What follows belongs to an exercise in optimizing a design on an open flow for small area and a short achievable clock period; a production flow would make more cautious choices.
Function was checked by simulation only, so behaviour that the tests miss may differ from the original.
Power is estimated from default activity; no workload was simulated.

**run.sh**
```bash
#!/bin/bash
# synth_recipe.tcl (not shown) runs the flow's synth.tcl, then flattens the netlist and writes it again
# the make line also repeats each setting of config.mk as NAME=value (left out here)
make -C /OpenROAD-flow-scripts/flow DESIGN_CONFIG=/design/flow/config.mk WORK_HOME=/design/flow/orfs CLKGATE_MAP_FILE= SYNTH_SCRIPT=/design/flow/synth_recipe.tcl finish
```
**config.mk**
```make
export PLATFORM = sky130hd
export DESIGN_NAME = mult_mat_vec_mac
export DESIGN_NICKNAME = mult_mat_vec_mac
export VERILOG_FILES = /design/flow/design.v
export SDC_FILE = /design/flow/constraint.sdc
export NUM_CORES = 4
export LEC_CHECK = 0
export CAP_MARGIN = 20
export CORE_MARGIN = 2
export CORE_UTILIZATION = 40
export PLACE_DENSITY = 0.6
export SLEW_MARGIN = 20
```
**constraint.sdc**
```tcl
create_clock -name core_clock -period 5.0 [get_ports {clk}]
set_input_delay 1.0000 -clock core_clock [delete_from_list [all_inputs] [get_ports {clk}]]
set_output_delay 1.0000 -clock core_clock [all_outputs]
set_load 0.01 [all_outputs]
```
**design.v**
```verilog
module mult_mat_vec_mac #(
    parameter Mdata = 8,
    Ndata = 8,
    Nbits = 8
) (
    input [Mdata*Ndata*Nbits-1:0] M,
    input [Ndata*Nbits-1:0] X,
    input clk,
    input reset,
    output reg [Mdata*(2*Nbits)-1:0] out
);
    reg [511:0] mr;
    reg [63:0] xr;
    reg [35:0] yr;
    reg [8:0] ph;
    reg [87:0] sr, cr;
    wire [7:0] bo;
    wire [87:0] so, co;
    integer e, k, p;
    always @(posedge clk) begin
        for (e = 0; e < 64; e = e + 1) begin
            for (k = 0; k < 7; k = k + 1)
                mr[e*8+k] <= reset ? M[e*8+k] : mr[e*8+k+1];
            mr[e*8+7] <= M[e*8+7];
        end
        if (reset) begin
            xr <= X;
            for (p = 0; p < 4; p = p + 1)
                yr[p*9 +: 9] <= {1'b0, X[(2*p)*8 +: 8]} + {1'b0, X[(2*p+1)*8 +: 8]};
        end
        ph <= reset ? 9'b1 : {ph[7:0], 1'b0};
        sr <= reset ? 88'b0 : so;
        cr <= reset ? 88'b0 : co;
    end
    genvar i, b;
    for (i = 0; i < 8; i = i + 1) begin : row
        wire [7:0] mb;
        for (b = 0; b < 8; b = b + 1) begin : sel
            assign mb[b] = mr[(i*8+b)*8];
        end
        mv_row r (
            .m(mb), .x(xr), .y(yr),
            .s(sr[i*11 +: 11]), .c(cr[i*11 +: 11]),
            .bo(bo[i]), .so(so[i*11 +: 11]), .co(co[i*11 +: 11])
        );
        for (b = 0; b < 8; b = b + 1) begin : lo
            always @(posedge clk)
                if (ph[b]) out[i*16+b] <= bo[i];
        end
        always @(posedge clk)
            if (ph[8]) out[i*16+8 +: 8] <= sr[i*11 +: 8] + cr[i*11 +: 8];
    end
endmodule
module mv_row (
  input  [7:0] m,
  input  [63:0] x,
  input  [35:0] y,
  input  [10:0] s,
  input  [10:0] c,
  output bo,
  output [10:0] so,
  output [10:0] co
);
  wire sa0 = m[0] & ~m[1];
  wire sb0 = ~m[0] & m[1];
  wire sy0 = m[0] & m[1];
  wire [8:0] pp0 = ({9{sa0}} & {1'b0, x[7:0]}) | ({9{sb0}} & {1'b0, x[15:8]}) | ({9{sy0}} & y[8:0]);
  wire sa1 = m[2] & ~m[3];
  wire sb1 = ~m[2] & m[3];
  wire sy1 = m[2] & m[3];
  wire [8:0] pp1 = ({9{sa1}} & {1'b0, x[23:16]}) | ({9{sb1}} & {1'b0, x[31:24]}) | ({9{sy1}} & y[17:9]);
  wire sa2 = m[4] & ~m[5];
  wire sb2 = ~m[4] & m[5];
  wire sy2 = m[4] & m[5];
  wire [8:0] pp2 = ({9{sa2}} & {1'b0, x[39:32]}) | ({9{sb2}} & {1'b0, x[47:40]}) | ({9{sy2}} & y[26:18]);
  wire sa3 = m[6] & ~m[7];
  wire sb3 = ~m[6] & m[7];
  wire sy3 = m[6] & m[7];
  wire [8:0] pp3 = ({9{sa3}} & {1'b0, x[55:48]}) | ({9{sb3}} & {1'b0, x[63:56]}) | ({9{sy3}} & y[35:27]);
  wire t1 = c[0] ^ s[0] ^ pp0[0];
  wire t2 = (c[0] & s[0]) | (c[0] & pp0[0]) | (s[0] & pp0[0]);
  wire t3 = pp1[0] ^ pp2[0] ^ pp3[0];
  wire t4 = (pp1[0] & pp2[0]) | (pp1[0] & pp3[0]) | (pp2[0] & pp3[0]);
  wire t5 = t1 ^ t3;
  wire t6 = t1 & t3;
  wire t7 = c[1] ^ s[1] ^ pp0[1];
  wire t8 = (c[1] & s[1]) | (c[1] & pp0[1]) | (s[1] & pp0[1]);
  wire t9 = pp1[1] ^ pp2[1] ^ pp3[1];
  wire t10 = (pp1[1] & pp2[1]) | (pp1[1] & pp3[1]) | (pp2[1] & pp3[1]);
  wire t11 = t2 ^ t4 ^ t7;
  wire t12 = (t2 & t4) | (t2 & t7) | (t4 & t7);
  wire t13 = t9 ^ t11 ^ t6;
  wire t14 = (t9 & t11) | (t9 & t6) | (t11 & t6);
  wire t15 = c[2] ^ s[2] ^ pp0[2];
  wire t16 = (c[2] & s[2]) | (c[2] & pp0[2]) | (s[2] & pp0[2]);
  wire t17 = pp1[2] ^ pp2[2] ^ pp3[2];
  wire t18 = (pp1[2] & pp2[2]) | (pp1[2] & pp3[2]) | (pp2[2] & pp3[2]);
  wire t19 = t10 ^ t15 ^ t17;
  wire t20 = (t10 & t15) | (t10 & t17) | (t15 & t17);
  wire t21 = t8 ^ t12 ^ t19;
  wire t22 = (t8 & t12) | (t8 & t19) | (t12 & t19);
  wire t23 = c[3] ^ s[3] ^ pp0[3];
  wire t24 = (c[3] & s[3]) | (c[3] & pp0[3]) | (s[3] & pp0[3]);
  wire t25 = pp1[3] ^ pp2[3] ^ pp3[3];
  wire t26 = (pp1[3] & pp2[3]) | (pp1[3] & pp3[3]) | (pp2[3] & pp3[3]);
  wire t27 = t16 ^ t18 ^ t23;
  wire t28 = (t16 & t18) | (t16 & t23) | (t18 & t23);
  wire t29 = t25 ^ t20 ^ t27;
  wire t30 = (t25 & t20) | (t25 & t27) | (t20 & t27);
  wire t31 = c[4] ^ s[4] ^ pp0[4];
  wire t32 = (c[4] & s[4]) | (c[4] & pp0[4]) | (s[4] & pp0[4]);
  wire t33 = pp1[4] ^ pp2[4] ^ pp3[4];
  wire t34 = (pp1[4] & pp2[4]) | (pp1[4] & pp3[4]) | (pp2[4] & pp3[4]);
  wire t35 = t24 ^ t26 ^ t31;
  wire t36 = (t24 & t26) | (t24 & t31) | (t26 & t31);
  wire t37 = t33 ^ t28 ^ t35;
  wire t38 = (t33 & t28) | (t33 & t35) | (t28 & t35);
  wire t39 = c[5] ^ s[5] ^ pp0[5];
  wire t40 = (c[5] & s[5]) | (c[5] & pp0[5]) | (s[5] & pp0[5]);
  wire t41 = pp1[5] ^ pp2[5] ^ pp3[5];
  wire t42 = (pp1[5] & pp2[5]) | (pp1[5] & pp3[5]) | (pp2[5] & pp3[5]);
  wire t43 = t32 ^ t34 ^ t39;
  wire t44 = (t32 & t34) | (t32 & t39) | (t34 & t39);
  wire t45 = t41 ^ t36 ^ t43;
  wire t46 = (t41 & t36) | (t41 & t43) | (t36 & t43);
  wire t47 = c[6] ^ s[6] ^ pp0[6];
  wire t48 = (c[6] & s[6]) | (c[6] & pp0[6]) | (s[6] & pp0[6]);
  wire t49 = pp1[6] ^ pp2[6] ^ pp3[6];
  wire t50 = (pp1[6] & pp2[6]) | (pp1[6] & pp3[6]) | (pp2[6] & pp3[6]);
  wire t51 = t40 ^ t42 ^ t47;
  wire t52 = (t40 & t42) | (t40 & t47) | (t42 & t47);
  wire t53 = t49 ^ t44 ^ t51;
  wire t54 = (t49 & t44) | (t49 & t51) | (t44 & t51);
  wire t55 = c[7] ^ s[7] ^ pp0[7];
  wire t56 = (c[7] & s[7]) | (c[7] & pp0[7]) | (s[7] & pp0[7]);
  wire t57 = pp1[7] ^ pp2[7] ^ pp3[7];
  wire t58 = (pp1[7] & pp2[7]) | (pp1[7] & pp3[7]) | (pp2[7] & pp3[7]);
  wire t59 = t48 ^ t50 ^ t55;
  wire t60 = (t48 & t50) | (t48 & t55) | (t50 & t55);
  wire t61 = t57 ^ t52 ^ t59;
  wire t62 = (t57 & t52) | (t57 & t59) | (t52 & t59);
  wire t63 = c[8] ^ s[8] ^ pp0[8];
  wire t64 = (c[8] & s[8]) | (c[8] & pp0[8]) | (s[8] & pp0[8]);
  wire t65 = pp1[8] ^ pp2[8] ^ pp3[8];
  wire t66 = (pp1[8] & pp2[8]) | (pp1[8] & pp3[8]) | (pp2[8] & pp3[8]);
  wire t67 = t56 ^ t58 ^ t63;
  wire t68 = (t56 & t58) | (t56 & t63) | (t58 & t63);
  wire t69 = t65 ^ t60 ^ t67;
  wire t70 = (t65 & t60) | (t65 & t67) | (t60 & t67);
  wire t71 = c[9] ^ s[9] ^ t64;
  wire t72 = (c[9] & s[9]) | (c[9] & t64) | (s[9] & t64);
  wire t73 = t66 ^ t68 ^ t71;
  wire t74 = (t66 & t68) | (t66 & t71) | (t68 & t71);
  wire t75 = c[10] ^ s[10] ^ t72;
  wire t76 = (c[10] & s[10]) | (c[10] & t72) | (s[10] & t72);
  assign bo = t5;
  assign so[0] = t13;
  assign co[0] = 1'b0;
  assign so[1] = t14;
  assign co[1] = t21;
  assign so[2] = t22;
  assign co[2] = t29;
  assign so[3] = t30;
  assign co[3] = t37;
  assign so[4] = t38;
  assign co[4] = t45;
  assign so[5] = t46;
  assign co[5] = t53;
  assign so[6] = t54;
  assign co[6] = t61;
  assign so[7] = t62;
  assign co[7] = t69;
  assign so[8] = t70;
  assign co[8] = t73;
  assign so[9] = t74;
  assign co[9] = t75;
  assign so[10] = t76;
  assign co[10] = 1'b0;
endmodule
```
==> impl_metrics.py, run 1 <==
metrics = {
    "run_status": {
        "outcome": "timing/DRC/antenna clean",
    },
    "drt": {
        "wl_met1_um": 50200,
        "vias": 27800,
        "wl_per_cell_um": 24.0,
        "first_iter_violations": 2112,
        "vias_per_cell": 5.11,
        "dr_wl_met3_um": 14300,
        "dr_wl_met2_um": 62000,
        "ant_nets": 0,
        "drc": 0,
        "wirelength_um": 131000,
        "highest_layer": "met5",
        "first_pass_iters": 6,
    },
    "cts": {
        "path_clk_slew_ps": 60,
        "clockBufferDepth": 3,
        "cts_sinks": 909,
        "cts_hold_buf": 0,
        "clock_latency_ps": 690,
        "htree_levels": 3,
        "post_cts_buffers": 0,
        "cts_root_buf": "clkbuf_16",
        "cts_tree": "done",
        "cts_buffers": 99,
        "postCtsResizedCells": 0,
    },
    "worst_setup_path": {
        "rr_worst_depth": 7,
        "worst-path-stages": 7,
        "crit_slowest_cell": "dfxtp_1",
        "reg2reg_slack_ps": 1630,
        "slowest_delay_ps": 630,
        "crit_path_end": "cr[34]$_SDFF_PP0_",
        "worstPathCellList": "nor2b_1 -> a22oi_1 -> fa_1 -> fa_1 -> inv_1 -> fa_1 -> nor2b_1",
        "worstSetupEndpointType": "flip-flop",
        "path_max_fanout": 10,
        "critPathKind": "reg2reg",
        "r2r-end": "cr[34]$_SDFF_PP0_",
        "rr_startpoint": "mr[224]$_DFF_P_",
        "cp_num_buf_inv": 1,
        "critPathTopFamily": "adder cells",
        "crit_path_start_kind": "flip-flop",
        "crit_required_ps": 5600,
        "worstPathArrival_ps": 3980,
        "cp-startpoint": "mr[224]$_DFF_P_",
        "cpMostUsedCell": "fa_1",
    },
    "synthesis": {
        "async_flop_share_pct": 0,
        "synth_cell_types": 52,
        "syn_nets": 4308,
        "syn_area_per_cell_um2": 13.0,
        "synthCells": 3326,
        "synthFlopType": "dfxtp_1",
        "synth-seq-cells": 909,
        "synth_edf_count": 228,
        "syn_area_mm2": 0.0433,
        "yosysSeqAreaShare_pct": 47.3,
        "yosys_warnings": 1,
    },
    "grt": {
        "grt.total_usage_pct": 23.3,
        "grt_max_degree": 81,
        "antenna_found_initial": 17,
        "grt_overflow": 0,
        "grt_pass1_vias": 28700,
        "grt_pass1_wl_um": 188000,
    },
    "timing": {
        "finalMaxSlewViolations": 0,
        "hold_viol": 0,
        "worst_slack_ps": 1630,
        "rsz0062_at_grt": "false",
        "totalNegativeSetupSlack_ps": 0,
        "max_freq_ghz": 0.296,
        "finClkSkew_ps": 27.9,
        "max_slew.worst_pin.slew_ps": 924,
        "post-route-period-util_pct": 67.5,
        "setup_viol": 0,
        "max-slew-margin-rel_pct": 38.4,
        "finalCriticalPeriod_ps": 3370,
    },
    "layout": {
        "fin_util_pct": 51.1,
        "syn_to_final_growth_pct": 26.5,
        "final_cell_mix": "clkdlybuf4s50_1 (704), dfxtp_1 (680), mux2_2 (624)",
        "mostFrequentLayoutCell": "clkdlybuf4s50_1",
        "fin_cells": 5446,
        "drive_above_1_share_pct": 21.9,
        "nNetsFinal": 4935,
        "nFillCells": 9614,
    },
    "floorplanning": {
        "core.rowCount": 120,
        "die_h_um": 333,
        "start_util_pct": 40.4,
        "die-width_um": 333,
        "dieArea_mm2": 0.111,
        "ioPinCount": 706,
        "core_mm2": 0.107,
    },
    "placed_design": {
        "dp.cells": 5255,
        "dp_worst_setup_slack_ps": 1600,
        "port_buffers": 705,
        "globalplace.congestion": 0.950,
        "dp_hpwl_um": 96700,
    },
    "pwr": {
        "power_density_mw_per_mm2": 469,
        "finalPower_mw": 25.7,
        "leakagePower_nw": 22.0,
        "ir_drop_mv": 0.270,
    },
    "job": {
        "drv_cap": 0,
    },
    "worst_hold_path": {
        "hold_path_class": "reg2reg",
    },
}
==> worst min path at each step <==
stage / from / endpoint / cells after the start
floorplan: sr[66]$_SDFF_PP0_ / out[104]$_DFFE_PP_ / 0
global placement: mr[453]$_DFF_P_ / mr[452]$_DFF_P_ / 1
detailed placement: mr[442]$_DFF_P_ / mr[441]$_DFF_P_ / 1
CTS: mr[277]$_DFF_P_ / mr[276]$_DFF_P_ / 1
global route: mr[363]$_DFF_P_ / mr[362]$_DFF_P_ / 1
finish: mr[106]$_DFF_P_ / mr[105]$_DFF_P_ / 1
==> per-stage QoR <==
stage | instance area (um2) | hold WS, ps
2_1_floorplan | 43300 | 415
6_report | 54700 | 441
3_5_place_dp | 51400 | 441
3_3_place_gp | 51400 | 436
5_1_grt | 54700 | 459
4_1_cts | 54700 | 448
==> power by group <==
| part | internal, mW | total, mW | switching, mW |
|---|---|---|---|
| combinational | 4.21 | 8.30 | 4.10 |
| clock | 4.39 | 7.47 | 3.08 |
| sequential | 8.89 | 9.90 | 1.01 |
| total | 17.5 | 25.7 | 8.18 |
==> state kept, by name (all words and copies together), names as in the netlist <==
register,cells
out,128
ph,9
cr,72
xr,64
sr,88
yr,36
mr,512
==> cells by family (layout without fill, tap and decap cells) <==
| kind of cell | after synthesis | in the layout | share of synthesized area [%] |
|---|---|---|---|
| compound gates | 368 | 368 | 6.14 |
| flops | 909 | 909 | 47.3 |
| fa+ha+maj | 404 | 404 | 16.7 |
| other cells | 0 | 4 | 0 |
| simple gates | 307 | 307 | 4.27 |
| mux | 704 | 704 | 19.0 |
| xor+xnor | 51 | 51 | 1.03 |
| buf+inv | 583 | 1296 | 5.47 |
==> layer usage <==
| layer | vias to the layer above | global-route usage (%) |
|---|---|---|
| li1 | 12600 | - |
| met2 | 1238 | 38.1 |
| met3 | 282 | 8.54 |
| met4 | 18 | 7.46 |
| met5 | - | 0 |
| met1 | 13700 | 28.5 |
==> cell type report <==
type / instances / area [um2] / area share [%]
Multi-Input combinational cell: 1834 / 20400 / 37.3
Clock buffer: 151 / 2910 / 5.32
Timing Repair Buffer: 724 / 7290 / 13.3
Sequential cell: 909 / 20500 / 37.4
Inverter: 385 / 1450 / 2.64
Clock inverter: 36 / 412 / 0.752
Tap cell: 1403 / 1760 / 3.21
Antenna cell: 4 / 10.0 / 0.0183
==> cell usage after synthesis (41+ instances only) <==
| master | number | share of area, % |
|---|---|---|
| inv_1 | 385 | 3.3 |
| ha_1 | 112 | 3.2 |
| mux2_4 | 80 | 2.8 |
| a22oi_1 | 240 | 4.2 |
| clkbuf_1 | 72 | 0.62 |
| buf_2 | 84 | 0.97 |
| dfxtp_1 | 681 | 32 |
| fa_1 | 292 | 14 |
| a21oi_1 | 41 | 0.47 |
| mux2_2 | 624 | 16 |
| edfxtp_1 | 228 | 16 |
| nor2b_1 | 212 | 3.1 |
==> run 2, diff against run 1 <==
--- a/config.mk
+++ b/config.mk
@@ -5,8 +5,10 @@
 export SDC_FILE = /design/flow/constraint.sdc
 export NUM_CORES = 4
 export LEC_CHECK = 0
+export ABC_CLOCK_PERIOD_IN_PS = 2000
 export CAP_MARGIN = 20
 export CORE_MARGIN = 2
 export CORE_UTILIZATION = 40
 export PLACE_DENSITY = 0.6
+export SETUP_SLACK_MARGIN = 2.6
 export SLEW_MARGIN = 20
==> impl_metrics.py, run 2 <==
metrics = {
    "run_status": {
        "outcome": "timing/DRC/antenna clean",
    },
    "synthesis": {
        "synth_edf_count": 228,
        "synth_top_area_share_pct": 31.5,
        "synthTopCellsByArea": "dfxtp_1 (32%), mux2_2 (16%), edfxtp_1 (16%)",
        "async_flop_share_pct": 0,
        "synthFlopType": "dfxtp_1",
        "syn_area_per_cell_um2": 13.0,
        "synth_most_common_cell": "dfxtp_1",
        "synth-seq-cells": 909,
        "yosysSeqAreaShare_pct": 47.3,
        "synthCells": 3326,
        "yosys_warnings": 1,
        "synth_area_leader_cell": "dfxtp_1",
        "synth_cell_types": 52,
        "syn_area_mm2": 0.0433,
        "synthTopCellsByCount": "dfxtp_1 (681), mux2_2 (624), inv_1 (385)",
        "syn_nets": 4308,
    },
    "layout": {
        "largest-register": "mr",
        "syn_to_final_growth_pct": 35.5,
        "final_cell_mix": "dfxtp_1 (622), clkdlybuf4s50_1 (572), mux2_2 (555)",
        "nNetsFinal": 5119,
        "drive_above_1_share_pct": 34.3,
        "fin_cells": 5621,
        "seq_area_mm2": 0.0207,
        "multi_input_area_mm2": 0.0219,
        "mostFrequentLayoutCell": "dfxtp_1",
        "nFillCells": 9218,
        "largest_registers": "mr x512, out x128, sr x88",
        "largest_reg_flops": 512,
    },
    "cts": {
        "cts_buffers": 98,
        "clockBufferDepth": 3,
        "path_clk_slew_ps": 60,
        "clock_latency_ps": 690,
        "cts_root_buf": "clkbuf_16",
        "cts_hold_buf": 0,
        "cts_tree": "done",
        "htree_levels": 3,
        "cts_sinks": 909,
    },
    "timing": {
        "max-slew-margin-rel_pct": 29.1,
        "finClkSkew_ps": 27.2,
        "max_freq_ghz": 0.351,
        "rsz0062_at_grt": "true",
        "totalNegativeSetupSlack_ps": 0,
        "setup_viol": 0,
        "max_slew.worst_pin.slew_ps": 1060,
        "finalCriticalPeriod_ps": 2850,
        "whs_ps": 440,
        "hold_viol": 0,
        "finalMaxSlewViolations": 0,
        "post-route-period-util_pct": 57.0,
    },
    "placed_design": {
        "port_buffers": 705,
        "dp_hpwl_um": 97100,
        "globalplace.congestion": 0.936,
        "dp.cells": 5258,
    },
    "grt": {
        "grt_pass1_vias": 29600,
        "grt_max_degree": 98,
        "grt.total_usage_pct": 24.0,
        "grt_overflow": 0,
        "antenna_found_initial": 14,
        "grt_pass1_wl_um": 194000,
    },
    "worst_setup_path": {
        "worstPathCellList": "a22oi_1 -> fa_1 -> fa_1 -> inv_1 -> fa_2 -> nor2b_1",
        "rr_startpoint": "xr[17]$_DFFE_PP_",
        "cp_num_buf_inv": 1,
        "worstSetupEndpointType": "flip-flop",
        "critPathKind": "reg2reg",
        "crit_required_ps": 5620,
        "worst-path-stages": 6,
        "rr_worst_depth": 6,
        "crit_slowest_cell": "edfxtp_1",
        "path_max_fanout": 8,
        "crit_path_end": "cr[34]$_SDFF_PP0_",
        "reg2reg_slack_ps": 2150,
        "critPathTopFamily": "adder cells",
        "worstPathArrival_ps": 3470,
        "cp-startpoint": "xr[17]$_DFFE_PP_",
        "crit_path_start_kind": "flip-flop",
        "cpMostUsedCell": "fa_1",
        "slowest_delay_ps": 740,
        "r2r-end": "cr[34]$_SDFF_PP0_",
    },
    "drt": {
        "vias_per_cell": 5.12,
        "first_iter_violations": 2036,
        "wl_per_cell_um": 24.0,
        "drc": 0,
        "ant_nets": 0,
        "wirelength_um": 135000,
        "vias": 28800,
        "first_pass_iters": 6,
    },
    "pwr": {
        "ir_drop_mv": 0.291,
        "finalPower_mw": 26.6,
        "clockPowerShare_pct": 27.3,
        "p_comb_share_pct": 36.8,
        "switchingPower_mw": 8.47,
        "power_density_mw_per_mm2": 454,
        "power.internal_mw": 18.1,
        "leakagePower_nw": 23.8,
        "sw_frac_of_total_pct": 31.8,
        "seq_power_share_pct": 35.8,
    },
    "floorplanning": {
        "core_mm2": 0.107,
        "die-width_um": 333,
        "ioPinCount": 706,
        "die_h_um": 333,
        "dieArea_mm2": 0.111,
        "core.rowCount": 120,
        "start_util_pct": 40.4,
    },
    "worst_hold_path": {
        "hold_path_class": "reg2reg",
        "worstHoldStart": "mr[265]$_DFF_P_",
    },
    "job": {
        "drv_cap": 0,
    },
}
[run 2: power groups by stage]
stage                     Sequential, mW  Combinational [mW]  Clock (mW)
after floorplan                     9.41                6.30           0
after global placement              10.0                8.30           0
after detailed placement            10.1                8.46           0
after CTS                           9.53                9.46        7.48
after global routing                9.64                11.1        7.78
final                               9.53                9.79        7.27
[run 2: layout make-up]
cell class,count,area share [%]
clock buffer,147,4.88
timing repair buffer,909,16.4
antenna,2,0.00854
clock inverter,32,0.604
sequential,909,35.2
inverter,385,2.47
multi-input combinational,1834,37.4
tap,1403,2.99
[run 2: worst min path at each step]
stage,end,cells after the start
global route,mr[459]$_DFF_P_,1
finish,mr[264]$_DFF_P_,1
CTS,mr[264]$_DFF_P_,1
floorplan,out[104]$_DFFE_PP_,0
global placement,out[8]$_DFFE_PP_,0
detailed placement,out[8]$_DFFE_PP_,0
[run 2: per-layer routing]
layer,global-route usage [%],vias up,wire length (um)
met5,0,-,100
met4,7.86,14,4350
met3,9.08,267,14900
met2,39.4,1320,64300
met1,28.9,14200,51100
li1,-,13000,-
[run 2: what timing repair did]
action / in CTS / in global routing
setup endpoints to repair: 344 / 208
resized for setup: 418 / 121
gates cloned: 0 / 0
buffers inserted: 167 / 15
pin swaps: 73 / 57
[run 2: cells by family (layout without fill, tap and decap cells)]
| group | after synthesis | after routing | share of synthesized area, % |
|---|---|---|---|
| fa+ha+maj | 404 | 404 | 16.7 |
| buf+inv | 583 | 1473 | 5.47 |
| xor+xnor | 51 | 51 | 1.03 |
| compound gates | 368 | 368 | 6.14 |
| mux | 704 | 704 | 19.0 |
| flops | 909 | 909 | 47.3 |
| other cells | 0 | 2 | 0 |
| simple gates | 307 | 307 | 4.27 |
[run 2: through the flow]
stage	area (um2)	worst slack [ps]	util (%)
after detailed placement	52200	1720	48.7
after CTS	58100	2200	54.2
after floorplan	44500	2410	-
after global placement	52200	1780	48.7
final	58600	2150	54.7
after global routing	58600	2110	54.7
==> run 3, diff against run 2 <==
--- a/config.mk
+++ b/config.mk
@@ -8,7 +8,7 @@
 export ABC_CLOCK_PERIOD_IN_PS = 2000
 export CAP_MARGIN = 20
 export CORE_MARGIN = 2
-export CORE_UTILIZATION = 40
-export PLACE_DENSITY = 0.6
-export SETUP_SLACK_MARGIN = 2.6
+export CORE_UTILIZATION = 55
+export PLACE_DENSITY = 0.7
+export SETUP_SLACK_MARGIN = 3.0
 export SLEW_MARGIN = 20
==> impl_metrics.py, run 3 <==
metrics = {
    "grt": {
        "grt_overflow": 0,
        "antenna_found_initial": 23,
        "grt_pass1_wl_um": 207000,
        "grt_max_degree": 96,
        "grt.total_usage_pct": 34.8,
        "grt_pass1_vias": 31900,
    },
    "layout": {
        "largest_registers": "mr x512, out x128, sr x88",
        "largest-register": "mr",
        "largest_reg_flops": 512,
        "drive_above_1_share_pct": 42.9,
        "fin_area_mm2": 0.0593,
        "mostFrequentLayoutCell": "dfxtp_1",
        "nNetsFinal": 5199,
        "final_cell_mix": "dfxtp_1 (612), mux2_2 (540), clkdlybuf4s50_1 (540)",
        "syn_to_final_growth_pct": 37.0,
    },
    "timing": {
        "max-slew-margin-rel_pct": 36.9,
        "max_freq_ghz": 0.334,
        "finalCriticalPeriod_ps": 2990,
        "max_slew.worst_pin.slew_ps": 946,
        "finalMaxSlewViolations": 0,
        "setup_viol": 0,
        "hold_viol": 0,
        "rsz0062_at_grt": "true",
        "post-route-period-util_pct": 59.8,
        "totalNegativeSetupSlack_ps": 0,
        "finClkSkew_ps": 39.5,
    },
    "worst_setup_path": {
        "rr_startpoint": "xr[15]$_DFFE_PP_",
        "critPathKind": "reg2reg",
        "crit_required_ps": 5580,
        "rr_worst_depth": 8,
        "reg2reg_slack_ps": 2010,
        "worstSetupEndpointType": "flip-flop",
        "crit_path_start_kind": "flip-flop",
        "worstPathArrival_ps": 3570,
        "r2r-end": "cr[17]$_SDFF_PP0_",
        "path_max_fanout": 8,
    },
    "worst_hold_path": {
        "hold_path_class": "reg2reg",
        "hold_end": "mr[90]$_DFF_P_",
        "worstHoldStart": "mr[91]$_DFF_P_",
        "hold_depth": 1,
    },
    "synthesis": {
        "synth_top_area_share_pct": 31.5,
        "synth_cell_types": 52,
        "syn_area_mm2": 0.0433,
        "yosys_warnings": 1,
        "yosysSeqAreaShare_pct": 47.3,
        "syn_nets": 4308,
        "synth_area_leader_cell": "dfxtp_1",
        "synthTopCellsByCount": "dfxtp_1 (681), mux2_2 (624), inv_1 (385)",
        "async_flop_share_pct": 0,
        "syn_area_per_cell_um2": 13.0,
        "synthCells": 3326,
        "synthFlopType": "dfxtp_1",
        "synth-seq-cells": 909,
        "synth_edf_count": 228,
        "synthTopCellsByArea": "dfxtp_1 (32%), mux2_2 (16%), edfxtp_1 (16%)",
        "synth_most_common_cell": "dfxtp_1",
    },
    "drt": {
        "vias_per_cell": 5.59,
        "drc": 0,
        "first_pass_iters": 7,
        "wl_per_cell_um": 26.7,
        "ant_nets": 0,
        "first_iter_violations": 2409,
        "vias": 30000,
        "wirelength_um": 143000,
    },
    "floorplanning": {
        "ioPinCount": 706,
        "core_mm2": 0.0777,
        "die_h_um": 284,
        "core.rowCount": 102,
        "die-width_um": 284,
        "start_util_pct": 55.7,
        "dieArea_mm2": 0.0809,
    },
    "cts": {
        "cts_tree": "done",
        "path_clk_slew_ps": 60,
        "cts_sinks": 909,
        "clock_latency_ps": 680,
        "clockBufferDepth": 3,
        "cts_root_buf": "clkbuf_16",
        "htree_levels": 3,
        "cts_buffers": 95,
    },
    "placed_design": {
        "dp_hpwl_um": 98000,
        "globalplace.congestion": 0.941,
        "placed_area_mm2": 0.0521,
        "port_buffers": 705,
    },
    "pwr": {
        "leakagePower_nw": 24.3,
        "finalPower_mw": 27.5,
        "ir_drop_mv": 0.285,
        "power_density_mw_per_mm2": 463,
    },
    "run_status": {
        "outcome": "timing/DRC/antenna clean",
    },
    "job": {
        "drv_cap": 0,
    },
}
run 3: cell types whose count changed in the layout (fill, tap and decap cells not counted), moves of 32 or more:
cell,change
buf_6,+32
inv_2,+37
inv_1,-37
clkdlybuf4s50_1,-32
buf_2,+118
clkdlybuf4s15_1,-36
dlygate4sd2_1,-76
buf_4,+61
run 3: what timing repair did:
| item | 4_1_cts | 5_1_grt |
|---|---|---|
| pin swaps | 97 | 96 |
| resized for setup | 907 | 230 |
| hold buffers | 0 | 0 |
| endpoints found under the setup margin | 420 | 374 |
| setup buffers | 209 | 61 |
run 3: worst max-delay path, stage by stage (launching register included):
cell and delay, ps:
edfxtp_1 420, buf_12 180, mux2_4 280, a22oi_2 250, fa_2 520, fa_2 570
inv_2 40, fa_2 510, nor2b_1 110
run 3: how the worst max path moves through the flow:
stage                           startpoint                 to  slack [ps]
final                     xr[15]$_DFFE_PP_  cr[17]$_SDFF_PP0_        2010
after global routing      xr[15]$_DFFE_PP_  cr[17]$_SDFF_PP0_        1970
after CTS                 xr[15]$_DFFE_PP_  cr[17]$_SDFF_PP0_        2080
after detailed placement   mr[384]$_DFF_P_  cr[67]$_SDFF_PP0_        1560
after global placement     mr[384]$_DFF_P_  cr[72]$_SDFF_PP0_        1650
after floorplan            mr[320]$_DFF_P_  cr[56]$_SDFF_PP0_        2420
run 3: where the power goes:
group | internal, mW | switching, mW
Clock | 3.92 | 3.05
Sequential | 8.90 | 0.675
Combinational | 5.59 | 5.32
Total | 18.4 | 9.05
run 3: cell type report:
class | instances | area (um2)
timing repair buffer | 992 | 9780
tap | 1040 | 1300
clock inverter | 44 | 424
antenna | 26 | 65.1
multi-input combinational | 1834 | 22900
sequential | 909 | 20700
fill | 4720 | 18400
clock buffer | 134 | 2670
inverter | 385 | 1450
run 3: logic make-up (layout without fill, tap and decap cells):
family / after synthesis / in the layout / share of synthesized area [%]
flops: 909 / 909 / 47.3
mux: 704 / 704 / 19.0
buf+inv: 583 / 1555 / 5.47
fa+ha+maj: 404 / 404 / 16.7
compound gates: 368 / 368 / 6.14
simple gates: 307 / 307 / 4.27
xor+xnor: 51 / 51 / 1.03
other cells: 0 / 26 / 0
run 3: metal layers:
layer / global-route usage [%] / up-vias / share of wire, %
met5: 0 / - / 0
met4: 15.8 / 0 / 5.3
met3: 10.0 / 444 / 9.3
met2: 56.9 / 1559 / 47
met1: 42.6 / 14800 / 38
li1: - / 13200 / -
run 3: stage by stage:
stage | cells | hold slack, ps | utilization, % | setup slack, ps
after floorplan | 3326 | 415 | - | 2420
after global placement | 4890 | 436 | 67.1 | 1650
after detailed placement | 4890 | 433 | 67.1 | 1560
after CTS | 5277 | 444 | 74.8 | 2080
after global routing | 5353 | 459 | 76.2 | 1970
final | 5364 | 445 | 76.3 | 2010
==> run 4, diff against run 3 <==
==> flow/run.sh (new file) <==
#!/bin/bash
# Standard ORFS layout; only the cell used for the port buffers is chosen
# (the smallest plain buffer instead of the resizer's default pick).
set -e
export BUFFER_PORTS_ARGS="-buffer_cell sky130_fd_sc_hd__buf_1"
bash standard.sh > standard.log 2>&1
==> standard.sh (new file) <==
#!/bin/bash
# synth_recipe.tcl (not shown) runs the flow's synth.tcl, then flattens the netlist and writes it again
# the make line also repeats each setting of config.mk as NAME=value (left out here)
make -C /OpenROAD-flow-scripts/flow DESIGN_CONFIG=/design/flow/config.mk WORK_HOME=/design/flow/orfs CLKGATE_MAP_FILE= SYNTH_SCRIPT=/design/flow/synth_recipe.tcl "${@:-finish}"
--- a/config.mk
+++ b/config.mk
@@ -8,7 +8,7 @@
 export ABC_CLOCK_PERIOD_IN_PS = 2000
 export CAP_MARGIN = 20
 export CORE_MARGIN = 2
-export CORE_UTILIZATION = 55
-export PLACE_DENSITY = 0.7
-export SETUP_SLACK_MARGIN = 3.0
+export CORE_UTILIZATION = 40
+export PLACE_DENSITY = 0.6
+export SETUP_SLACK_MARGIN = 2.6
 export SLEW_MARGIN = 20
removed: run.sh
==> impl_metrics.py, run 4 <==
metrics = {
    "placed_design": {
        "globalplace.congestion": 0.928,
        "dp.cells": 5255,
        "port_buffers": 705,
        "dp_worst_setup_slack_ps": 1740,
        "dp_hpwl_um": 95100,
    },
    "floorplanning": {
        "start_util_pct": 40.4,
        "ioPinCount": 706,
        "dieArea_mm2": 0.111,
        "core.rowCount": 120,
        "core_mm2": 0.107,
        "die_h_um": 333,
        "die-width_um": 333,
    },
    "grt": {
        "grt_util_met3_pct": 8.81,
        "grt_pass1_vias": 29800,
        "grt.total_usage_pct": 23.6,
        "met2_usage_pct": 38.5,
        "antenna_found_initial": 29,
        "use_met1_pct": 28.2,
        "grt_pass1_wl_um": 192000,
        "top_usage_layer": "met2",
        "grt_max_degree": 115,
        "grt_overflow": 0,
    },
    "worst_setup_path": {
        "crit_path_start_kind": "flip-flop",
        "rr_startpoint": "xr[58]$_DFFE_PP_",
        "worstPathArrival_ps": 3470,
        "crit_required_ps": 5620,
        "reg2reg_slack_ps": 2160,
        "critPathKind": "reg2reg",
        "worstSetupEndpointType": "flip-flop",
        "path_max_fanout": 8,
        "cp-startpoint": "xr[58]$_DFFE_PP_",
    },
    "drt": {
        "vias_per_cell": 5.12,
        "wl_per_cell_um": 23.5,
        "first_pass_iters": 5,
        "vias": 28900,
        "wirelength_um": 133000,
        "first_iter_violations": 2424,
        "drc": 0,
        "ant_nets": 0,
    },
    "pwr": {
        "seq_power_share_pct": 36.0,
        "power_density_mw_per_mm2": 486,
        "clockPowerShare_pct": 28.2,
        "switchingPower_mw": 8.53,
        "finalPower_mw": 26.5,
        "sw_frac_of_total_pct": 32.2,
        "p_comb_share_pct": 35.8,
        "leakagePower_nw": 21.9,
        "ir_drop_mv": 0.326,
        "power.internal_mw": 18.0,
    },
    "synthesis": {
        "synth_edf_count": 228,
        "synthFlopType": "dfxtp_1",
        "syn_area_per_cell_um2": 13.0,
        "syn_area_mm2": 0.0433,
        "synth-seq-cells": 909,
        "syn_nets": 4308,
        "synth_cell_types": 52,
        "synthCells": 3326,
        "synth_area_leader_cell": "dfxtp_1",
        "yosysSeqAreaShare_pct": 47.3,
        "synthTopCellsByArea": "dfxtp_1 (32%), mux2_2 (16%), edfxtp_1 (16%)",
        "async_flop_share_pct": 0,
        "synthTopCellsByCount": "dfxtp_1 (681), mux2_2 (624), inv_1 (385)",
        "synth_top_area_share_pct": 31.5,
        "yosys_warnings": 1,
        "synth_most_common_cell": "dfxtp_1",
    },
    "timing": {
        "worst_slack_ps": 2160,
        "max-slew-margin-rel_pct": 39.4,
        "post-route-period-util_pct": 56.9,
        "finClkSkew_ps": 28.2,
        "totalNegativeSetupSlack_ps": 0,
        "hold_viol": 0,
        "whs_ps": 394,
        "setup_viol": 0,
        "max_slew.worst_pin.slew_ps": 909,
        "finalMaxSlewViolations": 0,
        "max_freq_ghz": 0.352,
        "finalCriticalPeriod_ps": 2840,
        "rsz0062_at_grt": "true",
    },
    "cts": {
        "clock_latency_ps": 690,
        "htree_levels": 3,
        "cts_sinks": 909,
        "cts_root_buf": "clkbuf_16",
        "clockBufferDepth": 3,
        "cts_hold_buf": 0,
        "cts_buffers": 100,
        "path_clk_slew_ps": 60,
        "cts_tree": "done",
    },
    "job": {
        "drv_cap": 0,
    },
    "layout": {
        "fin_cells": 5648,
        "largest_reg_flops": 512,
        "nNetsFinal": 5139,
        "drive_above_1_share_pct": 34.5,
        "final_cell_mix": "buf_1 (704), dfxtp_1 (618), mux2_2 (552)",
        "syn_to_final_growth_pct": 26.0,
        "mostFrequentLayoutCell": "buf_1",
        "largest_registers": "mr x512, out x128, sr x88",
        "nFillCells": 9459,
        "largest-register": "mr",
    },
    "run_status": {
        "outcome": "timing/DRC/antenna clean",
    },
    "worst_hold_path": {
        "worstHoldStart": "M[439]",
        "hold_path_class": "in2reg",
    },
}
## run 4: layer usage
metal	vias up	wire [um]
li1	13000	-
met1	14200	50100
met2	1337	62400
met3	325	14900
met4	38	5100
met5	-	241
## run 4: kinds of logic (layout without fill, tap and decap cells)
logic type,Yosys count,count (layout),share of synthesized area (%)
other cells,0,5,0
xor+xnor,51,51,1.03
mux,704,704,19.0
compound gates,368,368,6.14
flops,909,909,47.3
buf+inv,583,1497,5.47
simple gates,307,307,4.27
fa+ha+maj,404,404,16.7
## run 4: final timing paths
| path | cells past startpoint | end |
|---|---|---|
| max | 8 | cr[34]$_SDFF_PP0_ |
| min | 1 | mr[439]$_DFF_P_ |
| max reg2reg | 8 | cr[34]$_SDFF_PP0_ |
| min reg2reg | 1 | mr[206]$_DFF_P_ |
## run 4: per-stage QoR
stage	instance area [um2]	utilization, %
finish	54500	50.9
CTS	54000	50.3
floorplan	44500	-
detailed placement	47800	44.6
global route	54500	50.8
global placement	47800	44.6
## run 4: area by class of cell
type	instances	area, um2	area share [%]
diodes	5	12.5	0.0230
clock buffers	136	2850	5.22
clock inverters	49	483	0.886
inverters	385	1450	2.65
multi-input cells	1834	22000	40.3
flip-flops and latches	909	20700	37.9
well taps	1403	1760	3.22
repair buffers	927	5330	9.77
## run 4: what timing repair did
item	in CTS	in global routing
pin swaps	70	59
setup buffers	181	22
hold endpoints to repair	0	0
gates resized for setup	248	122
setup endpoints to repair	214	203
## run 4: worst max-delay path, cell delays in order, from the launching register on
cell and delay, ps:
edfxtp_1 420, buf_12 180, mux2_4 280, a22oi_2 210, fa_1 500, fa_1 500, inv_1 60, fa_2 510
nor2b_1 110
## run 4: power groups by stage
stage / logic, mW / registers [mW] / clock network (mW)
4_1_cts: 9.14 / 9.53 / 7.67
6_report: 9.49 / 9.53 / 7.47
2_1_floorplan: 6.30 / 9.41 / 0
3_3_place_gp: 7.94 / 10.0 / 0
3_5_place_dp: 8.12 / 10.0 / 0
5_1_grt: 10.8 / 9.64 / 7.97

static timing again, ports no longer ideal:
In the flow no input, the clock included, has a driving cell. The finished layouts below were timed again as built, in two steps. Step 1, drivers: a clkbuf_16 drives clk and a buf_2 each remaining input, both assumed. Step 2, shift: input delay + t, output delay - t, t = (earliest + latest rising clock arrival at the registers) / 2. This alone moves slack from input paths to output paths. Slacks: ideal ports / drivers / drivers and shift; pairs: ideal ports / drivers.
| run | t (ns) | setup WS [ns] | hold WS [ns] | worst setup path at the end |
|---|---|---|---|---|
| run 1 | 0.748 | 1.627 / 1.627 / 1.511 | 0.441 / 0.441 / 0.441 | input to register |
| run 2 | 0.747 | 2.150 / 2.150 / 1.927 | 0.440 / 0.440 / 0.440 | input to register |
| run 3 | 0.734 | 2.009 / 2.009 / 2.009 | 0.445 / 0.445 / 0.445 | register to register |
| run 4 | 0.754 | 2.156 / 2.156 / 2.033 | 0.394 / 0.347 / 0.451 | input to register |
After both steps every run listed still meets setup and hold. For run 2, which loses most, drivers alone change the setup slack by 0.000 ns; drivers and shift together by -0.223 ns.
